From an optimization exercise on the open Yosys and OpenROAD flow, aimed at small area and a short achievable clock period; shortcuts taken in it are not production practice. Only simulation tests tie the RTL to the original design; equivalence was not proved. Power figures rest on the tool's default switching activity, not on a simulated workload.

==> flow/config.mk <==
export PLATFORM = sky130hd
export DESIGN_NAME = TNS_dec_33
export DESIGN_NICKNAME = TNS_dec_33
export VERILOG_FILES = /design/flow/design.v
export SDC_FILE = /design/flow/constraint.sdc
export NUM_CORES = 4
export LEC_CHECK = 0
export ABC_AREA = 0
export CAP_MARGIN = 20
export CORE_MARGIN = 2
export CORE_UTILIZATION = 40
export SLEW_MARGIN = 20
export SYNTH_HIERARCHICAL = 1
export SYNTH_MINIMUM_KEEP_SIZE = 0
==> flow/constraint.sdc <==
create_clock -name core_clock -period 12.0 [get_ports {clk}]
set_input_delay 2.4000 -clock core_clock [delete_from_list [all_inputs] [get_ports {clk}]]
set_output_delay 2.4000 -clock core_clock [all_outputs]
set_load 0.01 [all_outputs]
==> flow/design.v <==
`timescale 1ns / 1ps
module TNS_dec_33(
    input wire clk,
    input wire rst_n,
    input wire [32:0] codein,
    output reg [30 - 1 : 0] dataout
    );
    wire [29:0] sum;
    wire ci2;
    wire ci3;
    wire ci4;
    wire ci6;
    wire ci7;
    wire ci8;
    wire ci9;
    wire ci10;
    wire ci12;
    wire ci13;
    wire ci14;
    wire ci15;
    wire ci16;
    wire ci17;
    wire ci18;
    wire ci19;
    wire ci20;
    wire ci21;
    wire ci22;
    wire ci23;
    wire ci24;
    wire ci25;
    wire ci26;
    wire ci27;
    wire ci28;
    wire ci29;
    wire ci30;
    wire ci31;
    wire ci32;
    wire s1, c2;
    wire s3, c4;
    wire s5, c6;
    wire s7, c8;
    wire s9, c10;
    wire s11, c12;
    wire s13, c14;
    wire s15, c16;
    wire s17, c18;
    wire s19, c20;
    wire s21, c22;
    wire s23, c24;
    wire s25, c26;
    wire s27, c28;
    wire s29, c30;
    wire s31, c32;
    wire s33, c34;
    wire s35, c36;
    wire s37, c38;
    wire s39, c40;
    wire s41, c42;
    wire s43, c44;
    wire s45, c46;
    wire s47, c48;
    wire s49, c50;
    wire s51, c52;
    wire s53, c54;
    wire s55, c56;
    wire s57, c58;
    wire s59, c60;
    wire s61, c62;
    wire s63, c64;
    wire s65, c66;
    wire s67, c68;
    wire s69, c70;
    wire s71, c72;
    wire s73, c74;
    wire s75, c76;
    wire s77, c78;
    wire s79, c80;
    wire s81, c82;
    wire s83, c84;
    wire s85, c86;
    wire s87, c88;
    wire s89, c90;
    wire s91, c92;
    wire s93, c94;
    wire s95, c96;
    wire s97, c98;
    wire s99, c100;
    wire s101, c102;
    wire s103, c104;
    wire s105, c106;
    wire s107, c108;
    wire s109, c110;
    wire s111, c112;
    wire s113, c114;
    wire s115, c116;
    wire s117, c118;
    wire s119, c120;
    wire s121, c122;
    wire s123, c124;
    wire s125, c126;
    wire s127, c128;
    wire s129, c130;
    wire s131, c132;
    wire s133, c134;
    wire s135, c136;
    wire s137, c138;
    wire s139, c140;
    wire s141, c142;
    wire s143, c144;
    wire s145, c146;
    wire s147, c148;
    wire s149, c150;
    wire s151, c152;
    wire s153, c154;
    wire s155, c156;
    wire s157, c158;
    wire s159, c160;
    wire s161, c162;
    wire s163, c164;
    wire s165, c166;
    wire s167, c168;
    wire s169, c170;
    wire s171, c172;
    wire s173, c174;
    wire s175, c176;
    wire s177, c178;
    wire s179, c180;
    wire s181, c182;
    wire s183, c184;
    wire s185, c186;
    wire s187, c188;
    wire s189, c190;
    wire s191, c192;
    wire s193, c194;
    wire s195, c196;
    wire s197, c198;
    wire s199, c200;
    wire s201, c202;
    wire s203, c204;
    wire s205, c206;
    wire s207, c208;
    wire s209, c210;
    wire s211, c212;
    wire s213, c214;
    wire s215, c216;
    wire s217, c218;
    wire s219, c220;
    wire s221, c222;
    wire s223, c224;
    wire s225, c226;
    wire s227, c228;
    wire s229, c230;
    wire s231, c232;
    wire s233, c234;
    wire s235, c236;
    wire s237, c238;
    wire s239, c240;
    wire s241, c242;
    wire s243, c244;
    wire s245, c246;
    wire s247, c248;
    wire s249, c250;
    wire s251, c252;
    wire s253, c254;
    wire s255, c256;
    wire s257, c258;
    wire s259, c260;
    wire s261, c262;
    wire s263, c264;
    wire s265, c266;
    wire s267, c268;
    wire s269, c270;
    wire s271, c272;
    wire s273, c274;
    wire s275, c276;
    wire s277, c278;
    wire s279, c280;
    wire s281, c282;
    wire s283, c284;
    wire s285, c286;
    wire s287, c288;
    wire s289, c290;
    wire s291, c292;
    wire s293, c294;
    wire s295, c296;
    wire s297, c298;
    wire s299, c300;
    wire s301, c302;
    wire s303, c304;
    wire s305, c306;
    wire s307, c308;
    wire s309, c310;
    wire s311, c312;
    wire s313, c314;
    wire s315, c316;
    wire s317, c318;
    wire s319, c320;
    wire s321, c322;
    wire s323, c324;
    wire g4, p4;
    wire g5, p5;
    wire g6, p6;
    wire g7, p7;
    wire g8, p8;
    wire g9, p9;
    wire g10, p10;
    wire g11, p11;
    wire g12, p12;
    wire g13, p13;
    wire g14, p14;
    wire g15, p15;
    wire g16, p16;
    wire g17, p17;
    wire g18, p18;
    wire g19, p19;
    wire g20, p20;
    wire g21, p21;
    wire g22, p22;
    wire g23, p23;
    wire g24, p24;
    wire g25, p25;
    wire g26, p26;
    wire g27, p27;
    wire g28, p28;
    wire g29, p29;
    wire gg325;
    wire gp326;
    wire gg327;
    wire gp328;
    wire gg329;
    wire gp330;
    wire gg331;
    wire gp332;
    wire gg333;
    wire gp334;
    wire gg335;
    wire gp336;
    wire gg337;
    wire gp338;
    wire gg339;
    wire gp340;
    wire gg341;
    wire gp342;
    wire gg343;
    wire gp344;
    wire gg345;
    wire gp346;
    wire gg347;
    wire gp348;
    wire gg349;
    wire gp350;
    wire gg351;
    wire gp352;
    wire gg353;
    wire gp354;
    wire gg355;
    wire gp356;
    wire gg357;
    wire gp358;
    wire gg359;
    wire gp360;
    wire gg361;
    wire gp362;
    wire gg363;
    wire gp364;
    wire gg365;
    wire gp366;
    wire gg367;
    wire gp368;
    wire gg369;
    wire gp370;
    wire gg371;
    wire gp372;
    wire gg373;
    wire gp374;
    wire gg375;
    wire gp376;
    wire gg377;
    wire gp378;
    wire gg379;
    wire gp380;
    wire gg381;
    wire gp382;
    wire gg383;
    wire gp384;
    wire gg385;
    wire gp386;
    wire gg387;
    wire gp388;
    wire gg389;
    wire gp390;
    wire gg391;
    wire gp392;
    wire gg393;
    wire gp394;
    wire gg395;
    wire gp396;
    wire gg397;
    wire gp398;
    wire gg399;
    wire gp400;
    wire gg401;
    wire gp402;
    wire gg403;
    wire gp404;
    wire gg405;
    wire gp406;
    wire gg407;
    wire gp408;
    wire gg409;
    wire gp410;
    wire gg411;
    wire gp412;
    wire gg413;
    wire gp414;
    wire gg415;
    wire gp416;
    wire gg417;
    wire gp418;
    wire gg419;
    wire gp420;
    wire gg421;
    wire gp422;
    wire gg423;
    wire gp424;
    wire gg425;
    wire gp426;
    wire gg427;
    wire gp428;
    wire gg429;
    wire gp430;
    wire gg431;
    wire gp432;
    wire gg433;
    wire gp434;
    wire gg435;
    wire gp436;
    wire gg437;
    wire gp438;
    assign ci2 = ~codein[2];
    assign ci3 = ~codein[3];
    assign ci4 = ~codein[4];
    assign ci6 = ~codein[6];
    assign ci7 = ~codein[7];
    assign ci8 = ~codein[8];
    assign ci9 = ~codein[9];
    assign ci10 = ~codein[10];
    assign ci12 = ~codein[12];
    assign ci13 = ~codein[13];
    assign ci14 = ~codein[14];
    assign ci15 = ~codein[15];
    assign ci16 = ~codein[16];
    assign ci17 = ~codein[17];
    assign ci18 = ~codein[18];
    assign ci19 = ~codein[19];
    assign ci20 = ~codein[20];
    assign ci21 = ~codein[21];
    assign ci22 = ~codein[22];
    assign ci23 = ~codein[23];
    assign ci24 = ~codein[24];
    assign ci25 = ~codein[25];
    assign ci26 = ~codein[26];
    assign ci27 = ~codein[27];
    assign ci28 = ~codein[28];
    assign ci29 = ~codein[29];
    assign ci30 = ~codein[30];
    assign ci31 = ~codein[31];
    assign ci32 = ~codein[32];
    TNS_fa u_s1 (.a(codein[0]), .b(codein[5]), .ci(codein[6]), .s(s1), .co(c2));
    TNS_fa u_s3 (.a(codein[11]), .b(codein[12]), .ci(codein[17]), .s(s3), .co(c4));
    TNS_fa u_s5 (.a(codein[18]), .b(codein[23]), .ci(codein[24]), .s(s5), .co(c6));
    TNS_fa u_s7 (.a(codein[29]), .b(codein[30]), .ci(codein[32]), .s(s7), .co(c8));
    TNS_fa u_s9 (.a(ci2), .b(ci3), .ci(ci8), .s(s9), .co(c10));
    TNS_fa u_s11 (.a(ci9), .b(ci14), .ci(ci15), .s(s11), .co(c12));
    TNS_fa u_s13 (.a(ci20), .b(ci21), .ci(ci26), .s(s13), .co(c14));
    TNS_fa u_s15 (.a(ci27), .b(s1), .ci(s3), .s(s15), .co(c16));
    TNS_fa u_s17 (.a(s5), .b(s7), .ci(s9), .s(s17), .co(c18));
    TNS_fa u_s19 (.a(s11), .b(s13), .ci(s15), .s(s19), .co(c20));
    TNS_ha u_s21 (.a(s17), .b(s19), .s(s21), .co(c22));
    TNS_fa u_s23 (.a(codein[1]), .b(codein[7]), .ci(codein[13]), .s(s23), .co(c24));
    TNS_fa u_s25 (.a(codein[19]), .b(codein[25]), .ci(codein[31]), .s(s25), .co(c26));
    TNS_fa u_s27 (.a(codein[32]), .b(ci4), .ci(ci10), .s(s27), .co(c28));
    TNS_fa u_s29 (.a(ci16), .b(ci22), .ci(ci28), .s(s29), .co(c30));
    TNS_fa u_s31 (.a(c2), .b(c4), .ci(c6), .s(s31), .co(c32));
    TNS_fa u_s33 (.a(c8), .b(s23), .ci(s25), .s(s33), .co(c34));
    TNS_fa u_s35 (.a(c10), .b(c12), .ci(c14), .s(s35), .co(c36));
    TNS_fa u_s37 (.a(s27), .b(s29), .ci(c16), .s(s37), .co(c38));
    TNS_fa u_s39 (.a(s31), .b(s33), .ci(c18), .s(s39), .co(c40));
    TNS_fa u_s41 (.a(s35), .b(c20), .ci(s37), .s(s41), .co(c42));
    TNS_fa u_s43 (.a(s39), .b(c22), .ci(s41), .s(s43), .co(c44));
    TNS_fa u_s45 (.a(codein[2]), .b(codein[5]), .ci(codein[8]), .s(s45), .co(c46));
    TNS_fa u_s47 (.a(codein[11]), .b(codein[14]), .ci(codein[20]), .s(s47), .co(c48));
    TNS_fa u_s49 (.a(codein[23]), .b(codein[26]), .ci(codein[29]), .s(s49), .co(c50));
    TNS_fa u_s51 (.a(ci17), .b(c24), .ci(c26), .s(s51), .co(c52));
    TNS_fa u_s53 (.a(s45), .b(s47), .ci(s49), .s(s53), .co(c54));
    TNS_fa u_s55 (.a(c28), .b(c30), .ci(c32), .s(s55), .co(c56));
    TNS_fa u_s57 (.a(c34), .b(s51), .ci(s53), .s(s57), .co(c58));
    TNS_fa u_s59 (.a(c36), .b(c38), .ci(s55), .s(s59), .co(c60));
    TNS_fa u_s61 (.a(s57), .b(c40), .ci(c42), .s(s61), .co(c62));
    TNS_fa u_s63 (.a(s59), .b(c44), .ci(s61), .s(s63), .co(c64));
    TNS_fa u_s65 (.a(codein[3]), .b(codein[15]), .ci(codein[27]), .s(s65), .co(c66));
    TNS_fa u_s67 (.a(ci9), .b(ci17), .ci(ci21), .s(s67), .co(c68));
    TNS_fa u_s69 (.a(c46), .b(c48), .ci(c50), .s(s69), .co(c70));
    TNS_fa u_s71 (.a(s65), .b(s67), .ci(c52), .s(s71), .co(c72));
    TNS_fa u_s73 (.a(c54), .b(s69), .ci(c56), .s(s73), .co(c74));
    TNS_fa u_s75 (.a(s71), .b(c58), .ci(c60), .s(s75), .co(c76));
    TNS_fa u_s77 (.a(s73), .b(c62), .ci(s75), .s(s77), .co(c78));
    TNS_ha u_s79 (.a(c64), .b(s77), .s(s79), .co(c80));
    TNS_fa u_s81 (.a(codein[4]), .b(codein[5]), .ci(codein[8]), .s(s81), .co(c82));
    TNS_fa u_s83 (.a(codein[16]), .b(codein[18]), .ci(codein[28]), .s(s83), .co(c84));
    TNS_fa u_s85 (.a(codein[29]), .b(codein[32]), .ci(ci6), .s(s85), .co(c86));
    TNS_fa u_s87 (.a(ci10), .b(ci20), .ci(ci22), .s(s87), .co(c88));
    TNS_fa u_s89 (.a(ci30), .b(c66), .ci(s81), .s(s89), .co(c90));
    TNS_fa u_s91 (.a(s83), .b(c68), .ci(s85), .s(s91), .co(c92));
    TNS_fa u_s93 (.a(s87), .b(c70), .ci(s89), .s(s93), .co(c94));
    TNS_fa u_s95 (.a(s91), .b(c72), .ci(s93), .s(s95), .co(c96));
    TNS_fa u_s97 (.a(c74), .b(s95), .ci(c76), .s(s97), .co(c98));
    TNS_fa u_s99 (.a(c78), .b(s97), .ci(c80), .s(s99), .co(c100));
    TNS_fa u_s101 (.a(codein[14]), .b(codein[15]), .ci(codein[19]), .s(s101), .co(c102));
    TNS_fa u_s103 (.a(codein[31]), .b(ci7), .ci(ci9), .s(s103), .co(c104));
    TNS_fa u_s105 (.a(ci12), .b(ci23), .ci(c82), .s(s105), .co(c106));
    TNS_fa u_s107 (.a(c84), .b(s101), .ci(c86), .s(s107), .co(c108));
    TNS_fa u_s109 (.a(c88), .b(s103), .ci(c90), .s(s109), .co(c110));
    TNS_fa u_s111 (.a(s105), .b(c92), .ci(s107), .s(s111), .co(c112));
    TNS_fa u_s113 (.a(c94), .b(s109), .ci(s111), .s(s113), .co(c114));
    TNS_fa u_s115 (.a(c96), .b(s113), .ci(c98), .s(s115), .co(c116));
    TNS_fa u_s117 (.a(codein[6]), .b(codein[26]), .ci(codein[27]), .s(s117), .co(c118));
    TNS_fa u_s119 (.a(ci10), .b(ci13), .ci(ci16), .s(s119), .co(c120));
    TNS_fa u_s121 (.a(ci20), .b(ci24), .ci(ci29), .s(s121), .co(c122));
    TNS_fa u_s123 (.a(ci31), .b(ci32), .ci(c102), .s(s123), .co(c124));
    TNS_fa u_s125 (.a(s117), .b(c104), .ci(s119), .s(s125), .co(c126));
    TNS_fa u_s127 (.a(s121), .b(c106), .ci(s123), .s(s127), .co(c128));
    TNS_fa u_s129 (.a(c108), .b(s125), .ci(c110), .s(s129), .co(c130));
    TNS_fa u_s131 (.a(s127), .b(c112), .ci(s129), .s(s131), .co(c132));
    TNS_fa u_s133 (.a(c114), .b(s131), .ci(c116), .s(s133), .co(c134));
    TNS_fa u_s135 (.a(codein[7]), .b(codein[8]), .ci(codein[9]), .s(s135), .co(c136));
    TNS_fa u_s137 (.a(ci12), .b(ci15), .ci(ci16), .s(s137), .co(c138));
    TNS_fa u_s139 (.a(ci18), .b(ci25), .ci(ci28), .s(s139), .co(c140));
    TNS_fa u_s141 (.a(c118), .b(s135), .ci(c120), .s(s141), .co(c142));
    TNS_fa u_s143 (.a(c122), .b(s137), .ci(s139), .s(s143), .co(c144));
    TNS_fa u_s145 (.a(c124), .b(c126), .ci(s141), .s(s145), .co(c146));
    TNS_fa u_s147 (.a(s143), .b(c128), .ci(s145), .s(s147), .co(c148));
    TNS_fa u_s149 (.a(c130), .b(s147), .ci(c132), .s(s149), .co(c150));
    TNS_fa u_s151 (.a(codein[9]), .b(codein[17]), .ci(1'b1), .s(s151), .co(c152));
    TNS_fa u_s153 (.a(codein[21]), .b(codein[32]), .ci(ci10), .s(s153), .co(c154));
    TNS_fa u_s155 (.a(ci13), .b(ci19), .ci(ci20), .s(s155), .co(c156));
    TNS_fa u_s157 (.a(ci23), .b(ci24), .ci(ci27), .s(s157), .co(c158));
    TNS_fa u_s159 (.a(ci28), .b(ci30), .ci(c136), .s(s159), .co(c160));
    TNS_fa u_s161 (.a(s151), .b(c138), .ci(c140), .s(s161), .co(c162));
    TNS_fa u_s163 (.a(s153), .b(s155), .ci(s157), .s(s163), .co(c164));
    TNS_fa u_s165 (.a(s159), .b(c142), .ci(c144), .s(s165), .co(c166));
    TNS_fa u_s167 (.a(s161), .b(s163), .ci(c146), .s(s167), .co(c168));
    TNS_fa u_s169 (.a(s165), .b(c148), .ci(s167), .s(s169), .co(c170));
    TNS_fa u_s171 (.a(codein[15]), .b(codein[22]), .ci(ci12), .s(s171), .co(c172));
    TNS_fa u_s173 (.a(ci25), .b(ci29), .ci(ci31), .s(s173), .co(c174));
    TNS_fa u_s175 (.a(c152), .b(c154), .ci(c156), .s(s175), .co(c176));
    TNS_fa u_s177 (.a(c158), .b(s171), .ci(s173), .s(s177), .co(c178));
    TNS_fa u_s179 (.a(c160), .b(c162), .ci(c164), .s(s179), .co(c180));
    TNS_fa u_s181 (.a(s175), .b(s177), .ci(c166), .s(s181), .co(c182));
    TNS_fa u_s183 (.a(s179), .b(c168), .ci(s181), .s(s183), .co(c184));
    TNS_fa u_s185 (.a(codein[10]), .b(codein[11]), .ci(codein[13]), .s(s185), .co(c186));
    TNS_fa u_s187 (.a(codein[16]), .b(codein[17]), .ci(codein[20]), .s(s187), .co(c188));
    TNS_fa u_s189 (.a(codein[23]), .b(codein[26]), .ci(ci12), .s(s189), .co(c190));
    TNS_fa u_s191 (.a(ci14), .b(ci18), .ci(ci30), .s(s191), .co(c192));
    TNS_fa u_s193 (.a(s185), .b(s187), .ci(c172), .s(s193), .co(c194));
    TNS_fa u_s195 (.a(c174), .b(s189), .ci(s191), .s(s195), .co(c196));
    TNS_fa u_s197 (.a(c176), .b(c178), .ci(s193), .s(s197), .co(c198));
    TNS_fa u_s199 (.a(s195), .b(c180), .ci(s197), .s(s199), .co(c200));
    TNS_fa u_s201 (.a(c182), .b(s199), .ci(c184), .s(s201), .co(c202));
    TNS_fa u_s203 (.a(ci19), .b(ci24), .ci(ci31), .s(s203), .co(c204));
    TNS_fa u_s205 (.a(c186), .b(c188), .ci(c190), .s(s205), .co(c206));
    TNS_fa u_s207 (.a(c192), .b(s203), .ci(c194), .s(s207), .co(c208));
    TNS_fa u_s209 (.a(c196), .b(s205), .ci(c198), .s(s209), .co(c210));
    TNS_fa u_s211 (.a(s207), .b(c200), .ci(s209), .s(s211), .co(c212));
    TNS_fa u_s213 (.a(codein[12]), .b(codein[18]), .ci(codein[21]), .s(s213), .co(c214));
    TNS_fa u_s215 (.a(ci13), .b(ci23), .ci(ci25), .s(s215), .co(c216));
    TNS_fa u_s217 (.a(ci32), .b(s213), .ci(c204), .s(s217), .co(c218));
    TNS_fa u_s219 (.a(s215), .b(c206), .ci(s217), .s(s219), .co(c220));
    TNS_fa u_s221 (.a(c208), .b(s219), .ci(c210), .s(s221), .co(c222));
    TNS_fa u_s223 (.a(codein[13]), .b(codein[14]), .ci(codein[19]), .s(s223), .co(c224));
    TNS_fa u_s225 (.a(codein[22]), .b(ci20), .ci(ci26), .s(s225), .co(c226));
    TNS_fa u_s227 (.a(c214), .b(s223), .ci(c216), .s(s227), .co(c228));
    TNS_fa u_s229 (.a(s225), .b(c218), .ci(s227), .s(s229), .co(c230));
    TNS_fa u_s231 (.a(c220), .b(s229), .ci(c222), .s(s231), .co(c232));
    TNS_fa u_s233 (.a(codein[15]), .b(codein[17]), .ci(codein[29]), .s(s233), .co(c234));
    TNS_fa u_s235 (.a(codein[30]), .b(codein[32]), .ci(ci18), .s(s235), .co(c236));
    TNS_fa u_s237 (.a(ci23), .b(ci27), .ci(c224), .s(s237), .co(c238));
    TNS_fa u_s239 (.a(s233), .b(c226), .ci(s235), .s(s239), .co(c240));
    TNS_fa u_s241 (.a(s237), .b(c228), .ci(s239), .s(s241), .co(c242));
    TNS_fa u_s243 (.a(c230), .b(s241), .ci(c232), .s(s243), .co(c244));
    TNS_fa u_s245 (.a(codein[16]), .b(codein[17]), .ci(codein[21]), .s(s245), .co(c246));
    TNS_fa u_s247 (.a(codein[31]), .b(codein[32]), .ci(ci19), .s(s247), .co(c248));
    TNS_fa u_s249 (.a(ci20), .b(ci28), .ci(c234), .s(s249), .co(c250));
    TNS_fa u_s251 (.a(s245), .b(c236), .ci(s247), .s(s251), .co(c252));
    TNS_fa u_s253 (.a(c238), .b(s249), .ci(c240), .s(s253), .co(c254));
    TNS_fa u_s255 (.a(s251), .b(c242), .ci(s253), .s(s255), .co(c256));
    TNS_fa u_s257 (.a(codein[22]), .b(ci29), .ci(c246), .s(s257), .co(c258));
    TNS_fa u_s259 (.a(c248), .b(c250), .ci(s257), .s(s259), .co(c260));
    TNS_fa u_s261 (.a(c252), .b(s259), .ci(c254), .s(s261), .co(c262));
    TNS_fa u_s263 (.a(codein[18]), .b(codein[23]), .ci(codein[32]), .s(s263), .co(c264));
    TNS_fa u_s265 (.a(ci20), .b(ci30), .ci(s263), .s(s265), .co(c266));
    TNS_fa u_s267 (.a(c258), .b(s265), .ci(c260), .s(s267), .co(c268));
    TNS_fa u_s269 (.a(codein[19]), .b(codein[23]), .ci(ci21), .s(s269), .co(c270));
    TNS_fa u_s271 (.a(ci31), .b(c264), .ci(s269), .s(s271), .co(c272));
    TNS_fa u_s273 (.a(c266), .b(s271), .ci(c268), .s(s273), .co(c274));
    TNS_fa u_s275 (.a(codein[20]), .b(codein[22]), .ci(codein[26]), .s(s275), .co(c276));
    TNS_fa u_s277 (.a(codein[27]), .b(codein[30]), .ci(ci24), .s(s277), .co(c278));
    TNS_fa u_s279 (.a(ci29), .b(s275), .ci(c270), .s(s279), .co(c280));
    TNS_fa u_s281 (.a(s277), .b(c272), .ci(s279), .s(s281), .co(c282));
    TNS_fa u_s283 (.a(codein[21]), .b(codein[22]), .ci(codein[25]), .s(s283), .co(c284));
    TNS_fa u_s285 (.a(codein[28]), .b(ci30), .ci(ci31), .s(s285), .co(c286));
    TNS_fa u_s287 (.a(c276), .b(s283), .ci(c278), .s(s287), .co(c288));
    TNS_fa u_s289 (.a(s285), .b(c280), .ci(s287), .s(s289), .co(c290));
    TNS_fa u_s291 (.a(codein[23]), .b(codein[24]), .ci(codein[25]), .s(s291), .co(c292));
    TNS_fa u_s293 (.a(ci27), .b(ci30), .ci(c284), .s(s293), .co(c294));
    TNS_fa u_s295 (.a(s291), .b(c286), .ci(s293), .s(s295), .co(c296));
    TNS_fa u_s297 (.a(c288), .b(s295), .ci(c290), .s(s297), .co(c298));
    TNS_fa u_s299 (.a(codein[24]), .b(codein[29]), .ci(ci28), .s(s299), .co(c300));
    TNS_fa u_s301 (.a(ci31), .b(c292), .ci(s299), .s(s301), .co(c302));
    TNS_fa u_s303 (.a(c294), .b(s301), .ci(c296), .s(s303), .co(c304));
    TNS_fa u_s305 (.a(codein[25]), .b(codein[27]), .ci(codein[32]), .s(s305), .co(c306));
    TNS_fa u_s307 (.a(s305), .b(c300), .ci(c302), .s(s307), .co(c308));
    TNS_fa u_s309 (.a(codein[26]), .b(codein[28]), .ci(codein[30]), .s(s309), .co(c310));
    TNS_fa u_s311 (.a(ci29), .b(c306), .ci(s309), .s(s311), .co(c312));
    TNS_fa u_s313 (.a(codein[27]), .b(codein[31]), .ci(1'b1), .s(s313), .co(c314));
    TNS_fa u_s315 (.a(codein[32]), .b(c310), .ci(s313), .s(s315), .co(c316));
    TNS_fa u_s317 (.a(ci28), .b(c314), .ci(c316), .s(s317), .co(c318));
    TNS_fa u_s319 (.a(codein[28]), .b(codein[29]), .ci(1'b1), .s(s319), .co(c320));
    TNS_fa u_s321 (.a(codein[30]), .b(codein[32]), .ci(1'b1), .s(s321), .co(c322));
    TNS_fa u_s323 (.a(codein[31]), .b(codein[32]), .ci(1'b1), .s(s323), .co(c324));
    assign g4 = s99 & 1'b0;
    assign p4 = s99 ^ 1'b0;
    assign g5 = c100 & s115;
    assign p5 = c100 ^ s115;
    assign g6 = s133 & 1'b0;
    assign p6 = s133 ^ 1'b0;
    assign g7 = c134 & s149;
    assign p7 = c134 ^ s149;
    assign g8 = c150 & s169;
    assign p8 = c150 ^ s169;
    assign g9 = c170 & s183;
    assign p9 = c170 ^ s183;
    assign g10 = s201 & 1'b0;
    assign p10 = s201 ^ 1'b0;
    assign g11 = c202 & s211;
    assign p11 = c202 ^ s211;
    assign g12 = c212 & s221;
    assign p12 = c212 ^ s221;
    assign g13 = s231 & 1'b0;
    assign p13 = s231 ^ 1'b0;
    assign g14 = s243 & 1'b0;
    assign p14 = s243 ^ 1'b0;
    assign g15 = c244 & s255;
    assign p15 = c244 ^ s255;
    assign g16 = c256 & s261;
    assign p16 = c256 ^ s261;
    assign g17 = c262 & s267;
    assign p17 = c262 ^ s267;
    assign g18 = s273 & 1'b0;
    assign p18 = s273 ^ 1'b0;
    assign g19 = c274 & s281;
    assign p19 = c274 ^ s281;
    assign g20 = c282 & s289;
    assign p20 = c282 ^ s289;
    assign g21 = s297 & 1'b0;
    assign p21 = s297 ^ 1'b0;
    assign g22 = c298 & s303;
    assign p22 = c298 ^ s303;
    assign g23 = c304 & s307;
    assign p23 = c304 ^ s307;
    assign g24 = c308 & s311;
    assign p24 = c308 ^ s311;
    assign g25 = c312 & s315;
    assign p25 = c312 ^ s315;
    assign g26 = s317 & 1'b0;
    assign p26 = s317 ^ 1'b0;
    assign g27 = c318 & s319;
    assign p27 = c318 ^ s319;
    assign g28 = c320 & s321;
    assign p28 = c320 ^ s321;
    assign g29 = c322 & s323;
    assign p29 = c322 ^ s323;
    assign gg325 = g5 | (p5 & g4);
    assign gp326 = p5 & p4;
    assign gg327 = g7 | (p7 & g6);
    assign gp328 = p7 & p6;
    assign gg329 = g9 | (p9 & g8);
    assign gp330 = p9 & p8;
    assign gg331 = g11 | (p11 & g10);
    assign gp332 = p11 & p10;
    assign gg333 = g13 | (p13 & g12);
    assign gp334 = p13 & p12;
    assign gg335 = g15 | (p15 & g14);
    assign gp336 = p15 & p14;
    assign gg337 = g17 | (p17 & g16);
    assign gp338 = p17 & p16;
    assign gg339 = g19 | (p19 & g18);
    assign gp340 = p19 & p18;
    assign gg341 = g21 | (p21 & g20);
    assign gp342 = p21 & p20;
    assign gg343 = g23 | (p23 & g22);
    assign gp344 = p23 & p22;
    assign gg345 = g25 | (p25 & g24);
    assign gp346 = p25 & p24;
    assign gg347 = g27 | (p27 & g26);
    assign gp348 = p27 & p26;
    assign gg349 = g29 | (p29 & g28);
    assign gp350 = p29 & p28;
    assign gg351 = g6 | (p6 & gg325);
    assign gp352 = p6 & gp326;
    assign gg353 = gg327 | (gp328 & gg325);
    assign gp354 = gp328 & gp326;
    assign gg355 = g10 | (p10 & gg329);
    assign gp356 = p10 & gp330;
    assign gg357 = gg331 | (gp332 & gg329);
    assign gp358 = gp332 & gp330;
    assign gg359 = g14 | (p14 & gg333);
    assign gp360 = p14 & gp334;
    assign gg361 = gg335 | (gp336 & gg333);
    assign gp362 = gp336 & gp334;
    assign gg363 = g18 | (p18 & gg337);
    assign gp364 = p18 & gp338;
    assign gg365 = gg339 | (gp340 & gg337);
    assign gp366 = gp340 & gp338;
    assign gg367 = g22 | (p22 & gg341);
    assign gp368 = p22 & gp342;
    assign gg369 = gg343 | (gp344 & gg341);
    assign gp370 = gp344 & gp342;
    assign gg371 = g26 | (p26 & gg345);
    assign gp372 = p26 & gp346;
    assign gg373 = gg347 | (gp348 & gg345);
    assign gp374 = gp348 & gp346;
    assign gg375 = g8 | (p8 & gg353);
    assign gp376 = p8 & gp354;
    assign gg377 = gg329 | (gp330 & gg353);
    assign gp378 = gp330 & gp354;
    assign gg379 = gg355 | (gp356 & gg353);
    assign gp380 = gp356 & gp354;
    assign gg381 = gg357 | (gp358 & gg353);
    assign gp382 = gp358 & gp354;
    assign gg383 = g16 | (p16 & gg361);
    assign gp384 = p16 & gp362;
    assign gg385 = gg337 | (gp338 & gg361);
    assign gp386 = gp338 & gp362;
    assign gg387 = gg363 | (gp364 & gg361);
    assign gp388 = gp364 & gp362;
    assign gg389 = gg365 | (gp366 & gg361);
    assign gp390 = gp366 & gp362;
    assign gg391 = g24 | (p24 & gg369);
    assign gp392 = p24 & gp370;
    assign gg393 = gg345 | (gp346 & gg369);
    assign gp394 = gp346 & gp370;
    assign gg395 = gg371 | (gp372 & gg369);
    assign gp396 = gp372 & gp370;
    assign gg397 = gg373 | (gp374 & gg369);
    assign gp398 = gp374 & gp370;
    assign gg399 = g12 | (p12 & gg381);
    assign gp400 = p12 & gp382;
    assign gg401 = gg333 | (gp334 & gg381);
    assign gp402 = gp334 & gp382;
    assign gg403 = gg359 | (gp360 & gg381);
    assign gp404 = gp360 & gp382;
    assign gg405 = gg361 | (gp362 & gg381);
    assign gp406 = gp362 & gp382;
    assign gg407 = gg383 | (gp384 & gg381);
    assign gp408 = gp384 & gp382;
    assign gg409 = gg385 | (gp386 & gg381);
    assign gp410 = gp386 & gp382;
    assign gg411 = gg387 | (gp388 & gg381);
    assign gp412 = gp388 & gp382;
    assign gg413 = gg389 | (gp390 & gg381);
    assign gp414 = gp390 & gp382;
    assign gg415 = g28 | (p28 & gg397);
    assign gp416 = p28 & gp398;
    assign gg417 = gg349 | (gp350 & gg397);
    assign gp418 = gp350 & gp398;
    assign gg419 = g20 | (p20 & gg413);
    assign gp420 = p20 & gp414;
    assign gg421 = gg341 | (gp342 & gg413);
    assign gp422 = gp342 & gp414;
    assign gg423 = gg367 | (gp368 & gg413);
    assign gp424 = gp368 & gp414;
    assign gg425 = gg369 | (gp370 & gg413);
    assign gp426 = gp370 & gp414;
    assign gg427 = gg391 | (gp392 & gg413);
    assign gp428 = gp392 & gp414;
    assign gg429 = gg393 | (gp394 & gg413);
    assign gp430 = gp394 & gp414;
    assign gg431 = gg395 | (gp396 & gg413);
    assign gp432 = gp396 & gp414;
    assign gg433 = gg397 | (gp398 & gg413);
    assign gp434 = gp398 & gp414;
    assign gg435 = gg415 | (gp416 & gg413);
    assign gp436 = gp416 & gp414;
    assign gg437 = gg417 | (gp418 & gg413);
    assign gp438 = gp418 & gp414;
    assign sum[0] = s21;
    assign sum[1] = s43;
    assign sum[2] = s63;
    assign sum[3] = s79;
    assign sum[4] = p4;
    assign sum[5] = p5 ^ g4;
    assign sum[6] = p6 ^ gg325;
    assign sum[7] = p7 ^ gg351;
    assign sum[8] = p8 ^ gg353;
    assign sum[9] = p9 ^ gg375;
    assign sum[10] = p10 ^ gg377;
    assign sum[11] = p11 ^ gg379;
    assign sum[12] = p12 ^ gg381;
    assign sum[13] = p13 ^ gg399;
    assign sum[14] = p14 ^ gg401;
    assign sum[15] = p15 ^ gg403;
    assign sum[16] = p16 ^ gg405;
    assign sum[17] = p17 ^ gg407;
    assign sum[18] = p18 ^ gg409;
    assign sum[19] = p19 ^ gg411;
    assign sum[20] = p20 ^ gg413;
    assign sum[21] = p21 ^ gg419;
    assign sum[22] = p22 ^ gg421;
    assign sum[23] = p23 ^ gg423;
    assign sum[24] = p24 ^ gg425;
    assign sum[25] = p25 ^ gg427;
    assign sum[26] = p26 ^ gg429;
    assign sum[27] = p27 ^ gg431;
    assign sum[28] = p28 ^ gg433;
    assign sum[29] = p29 ^ gg435;
    always @(posedge clk or negedge rst_n) begin
        if (~rst_n) begin
            dataout <= 0;
        end
        else begin
            dataout <= sum;
        end
    end
endmodule
module TNS_fa(
    input wire a,
    input wire b,
    input wire ci,
    output wire s,
    output wire co
    );
    assign s = a ^ b ^ ci;
    assign co = (a & b) | (a & ci) | (b & ci);
endmodule
module TNS_ha(
    input wire a,
    input wire b,
    output wire s,
    output wire co
    );
    assign s = a ^ b;
    assign co = a & b;
endmodule
==> flow/flow/run.sh <==
#!/bin/bash
# Standard ORFS layout with two changes: ports get buf_2 buffers instead of
# the resizer's default pick (a delay cell), and CTS uses small clock
# buffers without dummy loads.
set -euo pipefail
cd "$(dirname "$0")/.."
export BUFFER_PORTS_ARGS="-buffer_cell sky130_fd_sc_hd__buf_2"
export CTS_ARGS="-sink_clustering_enable -repair_clock_nets -dont_use_dummy_load -buf_list {sky130_fd_sc_hd__clkbuf_4 sky130_fd_sc_hd__clkbuf_8}"
bash standard.sh > flow_standard.log 2>&1
==> flow/standard.sh <==
#!/bin/bash
# synth_recipe.tcl (not shown) runs the flow's synth.tcl, then flattens the netlist and writes it again
# the make line also repeats each setting of config.mk as NAME=value (left out here)
make -C /OpenROAD-flow-scripts/flow DESIGN_CONFIG=/design/flow/config.mk WORK_HOME=/design/flow/orfs CLKGATE_MAP_FILE= SYNTH_SCRIPT=/design/flow/synth_recipe.tcl "${@:-finish}"
==> results.yml, run 1 <==
global_route:
  grt_pass1_vias: 3539
  grt_max_degree: 31
  antenna_found_initial: 0
  grt_usage: 0.201
  grt_pass1_wl_um: 19200
  grt-ovfl-total: 0
yosys:
  synth_area_leaders: "fa_1 (65%), dfrtp_1 (15%), ha_1 (5.0%)"
  syn_area_per_cell_um2: 14.9
  synth-seq-area-share: 0.150
  ys_warn_count: 7
  synth_area_um2: 5010
  yosysTopAreaCell: "fa_1"
  netlist_instances: 335
  yosys_register_bits: 30
  synth_top_area_frac: 0.652
  synth.distinct_cells: 40
route:
  viasPerCell: 4.99
  drt_iter0_markers: 117
  dr.pass1.iters: 4
  drc: 0
  antenna_left: 0
  vias: 2874
  wl_per_cell_um: 19.9
  drt-total-wl_um: 11500
clock_tree:
  clk_pin_slew_ns: 0.07
  htree_num_levels: 2
  cts_buffers: 5
  ctsRootBufferMaster: "clkbuf_8"
  post_cts_buffers: 0
  hold_buffers: 0
  cts_tree: "built"
  clk_path_buf_depth: 2
  cts_resized: 0
  cts.sinks: 30
timing:
  finalMaxSlewViolations: 0
  hold_viol_final: 0
  fin_crit_ns: 7.66
  tightest_slew_ns: 0.737
  setup_violations: 0
  fin_tns_setup_ns: 0
  relSlewSlack: 0.508
  period_share: 0.638
  fmax_mhz: 131
  rsz0062_at_grt: "false"
floorplan:
  rows: 40
  die_h_um: 116
  core_um2: 12100
  die_area_um2: 13400
  initial_core_util: 0.413
  pin_count: 65
  die_x_um: 116
critical_path:
  cp-start-kind: "input pin"
  crit_type: "input pin to flop"
  endpoint_kind: "flop"
  crit_chain: "buf_2 -> fa_1 -> fa_1 -> fa_1 -> fa_1 -> fa_1 -> fa_1 -> fa_1 -> fa_1 -> ha_1 -> a31oi_2 -> a22o_1 -> o32a_4 -> and2_4 -> fa_1 -> xnor2_1"
  worst_path_max_delay_cell: "fa_1"
  path_max_fanout: 6
  slowest_delay_ns: 0.51
  crit_start: "codein[17]"
  crit_arrival_ns: 7.85
  cpMostUsedCell: "fa_1"
  required_ns: 12.19
layout:
  regMostFlops: "dataout"
  layout_common_cells: "fa_1 (163), buf_2 (64), inv_1 (44)"
  syn_to_final_growth_pct: 12.3
  utilization: 0.464
  largest_register_ff_count: 30
  reg.largest.list: "dataout x30"
  final_layout_size_suffix_gt1_frac: 0.194
  seq_area_um2: 751
  nFillCells: 1132
  layout.nets: 628
  final_common_cell: "fa_1"
  multi_input_area_um2: 4110
  diodes: 0
pwr:
  p_leak_nw: 2.41
  powerDensity_nw_per_um2: 276
  ir_drop_v: 0.000219
flow_run:
  drv_cap: 0
place:
  gp_congestion: 0.884
  dp_hpwl_um: 10100
  io_buffers: 64
worst_hold_path:
  hold_class: "input pin to async pin"
run_status:
  status: "finished clean"
==> synth_stat cells <==
cell type	instances
fa_1	163
inv_1	44
dfrtp_1	30
ha_1	20
xnor2_1	12
a21oi_1	6
nand3_1	5
o21ai_0	5
xor2_1	5
and3_1	3
nand2_1	3
nor2_1	3
nor3_1	3
a21o_1	2
and2_1	2
nand4_1	2
o21bai_1	2
o311ai_0	2
or2_2	2
a211oi_2	1
a211oi_4	1
a21boi_0	1
a221oi_1	1
a22o_1	1
a31o_2	1
a31oi_1	1
a31oi_2	1
and2_4	1
conb_1	1
nor2b_1	1
o211ai_1	1
o221ai_1	1
o311ai_1	1
o31a_1	1
o31ai_1	1
o32a_4	1
or2_4	1
or3_1	1
or4_1	1
xor2_2	1
==> stage by stage <==
step / instances / hold WS (ns) / setup slack [ns] / power, mW / cell area [µm²]
5_1_grt: 576 / 2.21 / 4.19 / 1.76 / 5620
2_1_floorplan: 339 / 2.10 / 4.48 / 1.14 / 5020
6_report: 576 / 2.16 / 4.34 / 1.55 / 5620
3_5_place_dp: 571 / 2.52 / 4.01 / 1.48 / 5550
3_3_place_gp: 571 / 2.51 / 4.09 / 1.46 / 5550
4_1_cts: 576 / 2.18 / 4.35 / 1.58 / 5620
==> worst paths after layout <==
check | end | slack [ns] | cells after the start
max | dataout[21] | 4.34 | 16
min in group core_clock | dataout[0] | 2.79 | 4
min | dataout[3] | 2.16 | 1
max in group asynchronous | dataout[12] | 9.36 | 1
==> per-layer routing <==
metal / GRT usage / vias to the layer above / wire length (µm)
met1: 0.275 / 1567 / 4820
met2: 0.319 / 95 / 5690
met3: 0.0481 / 16 / 678
met4: 0.0690 / 0 / 270
li1: - / 1196 / -
met5: 0 / - / 0
==> cell type report <==
class                   instances  share of cell area
clock buffers                   5              0.0122
multi-input cells             265               0.730
well taps                     168              0.0374
inverters                      44              0.0294
repair buffers                 64              0.0570
flip-flops and latches         30               0.134
==> Yosys stat by module, one instance, submodules excluded <==
module	flops+latches	cells inside	area, µm²
TNS_ha	0	1	12.5
TNS_dec_33	30	173	1780
TNS_fa	0	1	20.0
==> worst max-delay path, delay by kind of cell <==
family	cells	cell delay (ns)
AND/OR/NAND/NOR	1	0.19
adder cells (fa/ha/maj)	10	3.98
buffers and inverters	1	0.22
XOR/XNOR	1	0.14
AO/OA/AOI/OAI	3	0.94
==> cell families after synthesis <==
group | Yosys count | synth area share
and+or+nand+nor | 28 | 0.0312
other | 1 | 0.000749
buffers and inverters | 44 | 0.0330
DFF | 30 | 0.150
adders and majority gates | 183 | 0.702
xor gates and xnor gates | 18 | 0.0330
AOI/OAI and AO/OA | 31 | 0.0502
==> power by group <==
part	switching (mW)	internal, mW	total [mW]
Sequential	0.0112	0.184	0.196
Clock	0.0407	0.0373	0.0780
Combinational	0.707	0.572	1.28
==> run 2: changes to the inputs <==
--- a/flow/config.mk
+++ b/flow/config.mk
@@ -5,7 +5,7 @@
 export SDC_FILE = /design/flow/constraint.sdc
 export NUM_CORES = 4
 export LEC_CHECK = 0
-export ABC_AREA = 0
+export ABC_AREA = 1
 export CAP_MARGIN = 20
 export CORE_MARGIN = 2
 export CORE_UTILIZATION = 40
==> run 2 against run 1 <==
Still clean on timing, DRC and antenna. Synthesized cell count increased by 22%. Maximum frequency rose by 6.0%. Synthesized area up 3.8%. Hold slack worse by 0.0019 ns. Critical endpoint unchanged.
==> results.yml, run 2 <==
yosys:
  yosysTopAreaCell: "fa_1"
  synth.distinct_cells: 26
  synth_edf_count: 0
  dominantRegCellSynth: "dfrtp_1"
  synthArstFlopShare: 1.00
  synth_area_leaders: "fa_1 (63%), dfrtp_1 (14%), inv_1 (5.2%)"
  netlist_instances: 408
  syn_area_per_cell_um2: 12.7
  ys_warn_count: 7
  synth_top_area_frac: 0.628
  synth-seq-area-share: 0.144
  synth_common_cells: "fa_1 (163), inv_1 (72), nand2_1 (51), dfrtp_1 (30), ha_1 (20)"
  synthMostInstantiatedCell: "fa_1"
  yosys_register_bits: 30
  synth_area_um2: 5200
route:
  antenna_left: 0
  drt-total-wl_um: 11600
  wl_per_cell_um: 17.8
  dr.pass1.iters: 4
  viasPerCell: 4.66
  vias: 3040
  drc: 0
  drt_iter0_markers: 121
timing:
  fin_crit_ns: 7.23
  period_share: 0.602
  fin_tns_setup_ns: 0
  fmax_mhz: 138
  setup_slack_ns: 4.77
  hold_viol_final: 0
  tightest_slew_ns: 0.722
  setup_violations: 0
  finalMaxSlewViolations: 0
  rsz0062_at_grt: "false"
  relSlewSlack: 0.519
global_route:
  grt-ovfl-total: 0
  grt_max_degree: 31
  grt_pass1_vias: 3628
  antenna_found_initial: 0
  grt_pass1_wl_um: 19700
  grt_usage: 0.190
flow_run:
  drv_cap: 0
clock_tree:
  cts_tree: "built"
  htree_num_levels: 2
  post_cts_buffers: 0
  cts_buffers: 5
  cts.sinks: 30
  clk_pin_slew_ns: 0.07
  hold_buffers: 0
  clk_path_buf_depth: 2
  ctsRootBufferMaster: "clkbuf_8"
  cts_resized: 0
floorplan:
  initial_core_util: 0.410
  die_area_um2: 13900
  pin_count: 65
  rows: 41
  die_x_um: 118
  die_h_um: 118
  core_um2: 12700
place:
  gp_congestion: 1.02
  placed_cells_incl_taps: 648
  post-place-ws_ns: 4.42
  dp_hpwl_um: 10500
  io_buffers: 64
critical_path:
  endpoint_kind: "flop"
  crit_type: "input pin to flop"
  crit_arrival_ns: 7.41
  cp-start-kind: "input pin"
  required_ns: 12.18
  path_max_fanout: 9
  crit_start: "codein[17]"
  cp-endpoint: "dataout[21]"
layout:
  seq_area_um2: 751
  largest_register_ff_count: 30
  reg.largest.list: "dataout x30"
  fin_cells: 653
  diodes: 0
  nFillCells: 1186
  final_layout_size_suffix_gt1_frac: 0.191
  regMostFlops: "dataout"
  multi_input_area_um2: 4190
  syn_to_final_growth_pct: 11.9
  utilization: 0.459
  final_common_cell: "fa_1"
  layout_common_cells: "fa_1 (163), inv_1 (72), buf_2 (64)"
  layout.nets: 701
pwr:
  p_leak_nw: 2.71
  ir_drop_v: 0.000264
  powerDensity_nw_per_um2: 269
worst_hold_path:
  hold_class: "input pin to async pin"
run_status:
  status: "finished clean"
[run 2: cell count changes after synthesis, sizes merged, moves of 3 or more]
| cell | previous run | this run |
|---|---|---|
| nor2 | 3 | 15 |
| inv | 44 | 72 |
| o21ai | 5 | 1 |
| nand2 | 3 | 64 |
| xnor2 | 12 | 4 |
| nand3 | 5 | 12 |
| o311ai | 3 | 0 |
| a21oi | 6 | 10 |
| and3 | 3 | 0 |
[run 2: routing by layer]
layer / wire length (µm) / part of all wire / vias up / track usage
met4: 205 / 0.018 / 0 / 0.0512
met5: 0 / 0 / - / 0
met2: 5660 / 0.49 / 97 / 0.297
li1: - / - / 1347 / -
met3: 843 / 0.072 / 12 / 0.0460
met1: 4930 / 0.42 / 1584 / 0.267
[run 2: worst min-delay path by stage]
| stage | to | slack (ns) | cells after the start |
|---|---|---|---|
| global route | dataout[5] | 2.24 | 1 |
| floorplan | dataout[0] | 2.10 | 0 |
| global placement | dataout[2] | 2.51 | 1 |
| CTS | dataout[13] | 2.19 | 1 |
| detailed placement | dataout[2] | 2.52 | 1 |
| finish | dataout[5] | 2.16 | 1 |
[run 2: Yosys stat by module (local to each module, per instance)]
module	copies in the design	cells inside	area [µm²]
TNS_dec_33	1	246	1970
TNS_fa	160	1	20.0
TNS_ha	2	1	12.5
[run 2: cells by family (layout without fill, tap and decap cells)]
group | after synthesis | in the layout | share of synthesized area
adders and majority gates | 183 | 183 | 0.676
and+or+nand+nor | 99 | 99 | 0.0941
buffers and inverters | 72 | 141 | 0.0520
DFF | 30 | 30 | 0.144
AOI/OAI and AO/OA | 14 | 14 | 0.0178
xor gates and xnor gates | 9 | 9 | 0.0152
other | 1 | 5 | 0.000721
[run 2: where the power goes]
part | switching [mW] | total [mW] | internal (mW)
Combinational | 0.742 | 1.29 | 0.551
Sequential | 0.0107 | 0.193 | 0.182
Clock | 0.0400 | 0.0772 | 0.0373
Total | 0.793 | 1.56 | 0.770
[run 2: worst max-delay path, cell delays in order]
cell,delay (ns)
buf_2,0.22
fa_1,0.47
fa_1,0.39
fa_1,0.40
fa_1,0.43
fa_1,0.40
fa_1,0.39
fa_1,0.39
fa_1,0.37
ha_1,0.32
nand3_1,0.07
nand2_1,0.10
nand2_1,0.07
nand2_2,0.19
nand2_4,0.07
nand2_4,0.14
inv_1,0.07
fa_1,0.37
xnor2_1,0.13
[run 2: final cells by class]
class                      instances  share of cell area
clock buffer                       5              0.0118
inverter                          72              0.0465
timing repair buffer              64              0.0551
multi-input combinational        310               0.721
sequential                        30               0.129
tap                              172              0.0370
[run 2: stage by stage]
step | hold slack, ns | cell area [µm²] | power, mW
4_1_cts | 2.19 | 5820 | 1.60
3_3_place_gp | 2.51 | 5750 | 1.48
5_1_grt | 2.24 | 5820 | 1.80
2_1_floorplan | 2.10 | 5210 | 1.17
3_5_place_dp | 2.52 | 5750 | 1.51
6_report | 2.16 | 5820 | 1.56
==> run 3: changes to the inputs <==
==> flow/flow/run.sh (replaced) <==
#!/bin/bash
# Standard ORFS layout with these changes: ports get plain buffers instead of
# the resizer's default pick (a delay cell), resized before detailed placement
# (buf_4 on inputs, buf_1 on outputs); CTS uses small clock buffers without
# dummy loads.
set -euo pipefail
cd "$(dirname "$0")/.."
export BUFFER_PORTS_ARGS="-buffer_cell sky130_fd_sc_hd__buf_2"
export PRE_DETAIL_PLACE_TCL="$PWD/flow/bufsize.tcl"
export CTS_ARGS="-sink_clustering_enable -repair_clock_nets -dont_use_dummy_load -buf_list {sky130_fd_sc_hd__clkbuf_4 sky130_fd_sc_hd__clkbuf_8}"
bash standard.sh > flow_standard.log 2>&1
==> flow/flow/bufsize.tcl (new file) <==
# Resize the port buffers: inputs feed many full adders, outputs only a pad load.
foreach inst [get_cells input*] {
  if {[get_property [get_lib_cells -of_objects $inst] name] == "sky130_fd_sc_hd__buf_2"} {
    replace_cell $inst sky130_fd_sc_hd__buf_4
  }
}
foreach inst [get_cells output*] {
  if {[get_property [get_lib_cells -of_objects $inst] name] == "sky130_fd_sc_hd__buf_2"} {
    replace_cell $inst sky130_fd_sc_hd__buf_1
  }
}
==> run 3 against run 2 <==
Hold slack worse by 0.13 ns. Via count is 0.16% higher. Core utilization is 0.38 points higher. Die area stayed put. Count of clock-buffer cells in the layout stayed put. Total power is 0.57% lower. Maximum frequency is 0.77% higher. Still clean on timing, DRC and antenna. Final area is 0.82% higher.
==> results.yml, run 3 <==
run_status:
  status: "finished clean"
global_route:
  grt-ovfl-total: 0
  antenna_found_initial: 0
  grt_max_degree: 31
  grt_pass1_vias: 3673
  grt_usage: 0.190
  grt_pass1_wl_um: 19700
clock_tree:
  clk_pin_slew_ns: 0.07
  cts_tree: "built"
  cts_resized: 0
  ctsRootBufferMaster: "clkbuf_8"
  hold_buffers: 0
  cts_buffers: 5
  clk_path_buf_depth: 2
  post_cts_buffers: 0
  htree_num_levels: 2
  cts.sinks: 30
route:
  wl_met3_um: 955
  top_layer_used: "met4"
  drt-met1-wl_um: 4870
  viasPerCell: 4.66
  vias: 3045
  dr_wl_met2_um: 5750
  dr.pass1.iters: 4
  drt-total-wl_um: 11800
  wl_per_cell_um: 18.0
  antenna_left: 0
  drc: 0
  drt_iter0_markers: 73
critical_path:
  cpMostUsedCell: "fa_1"
  endpoint_kind: "flop"
  path_max_fanout: 9
  crit_arrival_ns: 7.37
  worst-path-buf-inv: 3
  worst_path_max_delay_cell: "fa_1"
  crit_chain: "buf_4 -> inv_1 -> fa_1 -> fa_1 -> fa_1 -> fa_1 -> fa_1 -> fa_1 -> fa_1 -> ha_1 -> nand2_1 -> o21bai_1 -> a21oi_2 -> nand2_4 -> inv_1 -> fa_1 -> xnor2_1"
  cp-start-kind: "input pin"
  required_ns: 12.20
  crit_type: "input pin to flop"
  slowest_delay_ns: 0.51
  path_delay_family: "adder cells"
yosys:
  synth_common_cells: "fa_1 (163), inv_1 (72), nand2_1 (51), dfrtp_1 (30), ha_1 (20)"
  synth_top_family_by_area: "adder cells"
  synth_edf_count: 0
  synth_compound_area_frac: 0.0178
  yosysTopAreaCell: "fa_1"
  synthAdderAreaFrac: 0.676
  synth_top_area_frac: 0.628
  synth.distinct_cells: 26
  synth_area_leaders: "fa_1 (63%), dfrtp_1 (14%), inv_1 (5.2%)"
  synth-xor-area-share: 0.0152
  synth_area_um2: 5200
  syn_area_per_cell_um2: 12.7
  synth-simple-area-share: 0.0941
  yosys_register_bits: 30
  synth-seq-area-share: 0.144
  synthMostInstantiatedCell: "fa_1"
  ys_warn_count: 7
  dominantRegCellSynth: "dfrtp_1"
  synth.area.mux_share: 0
  netlist_instances: 408
  synthArstFlopShare: 1.00
timing:
  rsz0062_at_grt: "false"
  fin_crit_ns: 7.17
  fmax_mhz: 139
  tightest_slew_ns: 0.520
  hold_viol_final: 0
  period_share: 0.598
  fin_tns_setup_ns: 0
  relSlewSlack: 0.653
  setup_violations: 0
  finalMaxSlewViolations: 0
floorplan:
  rows: 41
  die_area_um2: 13900
  die_h_um: 118
  initial_core_util: 0.410
  die_x_um: 118
  core_um2: 12700
  pin_count: 65
layout:
  layout.nets: 701
  reg.largest.list: "dataout x30"
  syn_to_final_growth_pct: 12.8
  diodes: 0
  final_layout_size_suffix_gt1_frac: 0.129
  utilization: 0.463
  fin_cells: 653
  layout_common_cells: "fa_1 (163), inv_1 (72), nand2_1 (51)"
  regMostFlops: "dataout"
  nFillCells: 1192
  largest_register_ff_count: 30
  final_common_cell: "fa_1"
place:
  placed_cells_incl_taps: 648
  gp_congestion: 1.02
  io_buffers: 64
  dp_hpwl_um: 10600
pwr:
  ir_drop_v: 0.000203
  powerDensity_nw_per_um2: 265
  p_leak_nw: 2.66
flow_run:
  drv_cap: 0
worst_hold_path:
  hold_class: "input pin to async pin"
[run 3: cell counts after synthesis]
Identical to the previous run, type by type.
[run 3: how the worst max path moves through the flow]
stage	from	end	slack, ns	cells after the start
2_1_floorplan	codein[0]	dataout[21]	4.95	18
6_report	codein[31]	dataout[21]	4.83	17
3_3_place_gp	codein[31]	dataout[20]	4.50	17
3_5_place_dp	codein[28]	dataout[21]	4.46	19
4_1_cts	codein[5]	dataout[21]	4.82	19
5_1_grt	codein[31]	dataout[21]	4.61	17
[run 3: layout make-up]
type,count,area (µm²),share of cell area
Clock buffer,5,68.8,0.0117
Inverter,72,270,0.0461
Multi-Input combinational cell,310,4190,0.715
Sequential cell,30,751,0.128
Tap cell,172,215,0.0367
Timing Repair Buffer,64,368,0.0627
[run 3: report_power, final]
part / switching, mW / total, mW / internal (mW) / leakage (nW)
clock: 0.0395 / 0.0767 / 0.0372 / 0.0359
sequential: 0.0119 / 0.194 / 0.182 / 0.350
combinational: 0.743 / 1.28 / 0.541 / 2.27
[run 3: routing by layer]
layer  vias to the layer above  GRT usage
li1                       1349          -
met1                      1606      0.247
met2                        80      0.304
met3                        10     0.0683
met4                         0     0.0520
met5                         -          0
[run 3: per-stage QoR]
step	hold slack [ns]	instance area, µm²	total power [mW]	setup slack [ns]
2_1_floorplan	2.10	5210	1.17	4.95
3_3_place_gp	2.51	5750	1.48	4.50
3_5_place_dp	2.38	5800	1.50	4.46
4_1_cts	2.03	5870	1.60	4.82
5_1_grt	2.06	5870	1.80	4.61
6_report	2.02	5870	1.55	4.83
[run 3: logic make-up after synthesis]
kind of cell             after synthesis
adder cells (fa/ha/maj)              183
XOR/XNOR                               9
other                                  1
flip-flops                            30
buffers and inverters                 72
AO/OA/AOI/OAI                         14
AND/OR/NAND/NOR                       99
[run 3: Yosys stat by module, one instance, submodules excluded]
module / cells inside / cell area (µm²) / copies in the design
TNS_ha: 1 / 12.5 / 2
TNS_dec_33: 246 / 1970 / 1
TNS_fa: 1 / 20.0 / 160

-- what the ideal ports hide --
The flow's constraints put no driver on any port. The routed layouts listed below were extracted and timed again, unchanged, in two steps.
Step 1 assumes that a clkbuf_16 drives the clock port and a buf_2 every other input.
Step 2 times the ports against the registers' clock, not the clock port: input delays grow and output delays shrink by t, the midpoint of the rising clock arrivals with the driver on.
Slacks: ideal / step 1 / step 2; pairs: ideal / step 1.
| run | t, ns | setup WS [ns] | slew at the worst register clock pin (ns) |
|---|---|---|---|
| run 1 | 0.331 | 4.340 / 4.354 / 4.024 | 0.07 / 0.07 |
| run 2 | 0.326 | 4.771 / 4.779 / 4.453 | 0.07 / 0.07 |
| run 3 | 0.337 | 4.827 / 4.840 / 4.503 | 0.07 / 0.07 |
After both steps every run listed still meets setup and hold. For run 3, which loses most, drivers alone change the setup slack by +0.013 ns; drivers and shift together by -0.324 ns.
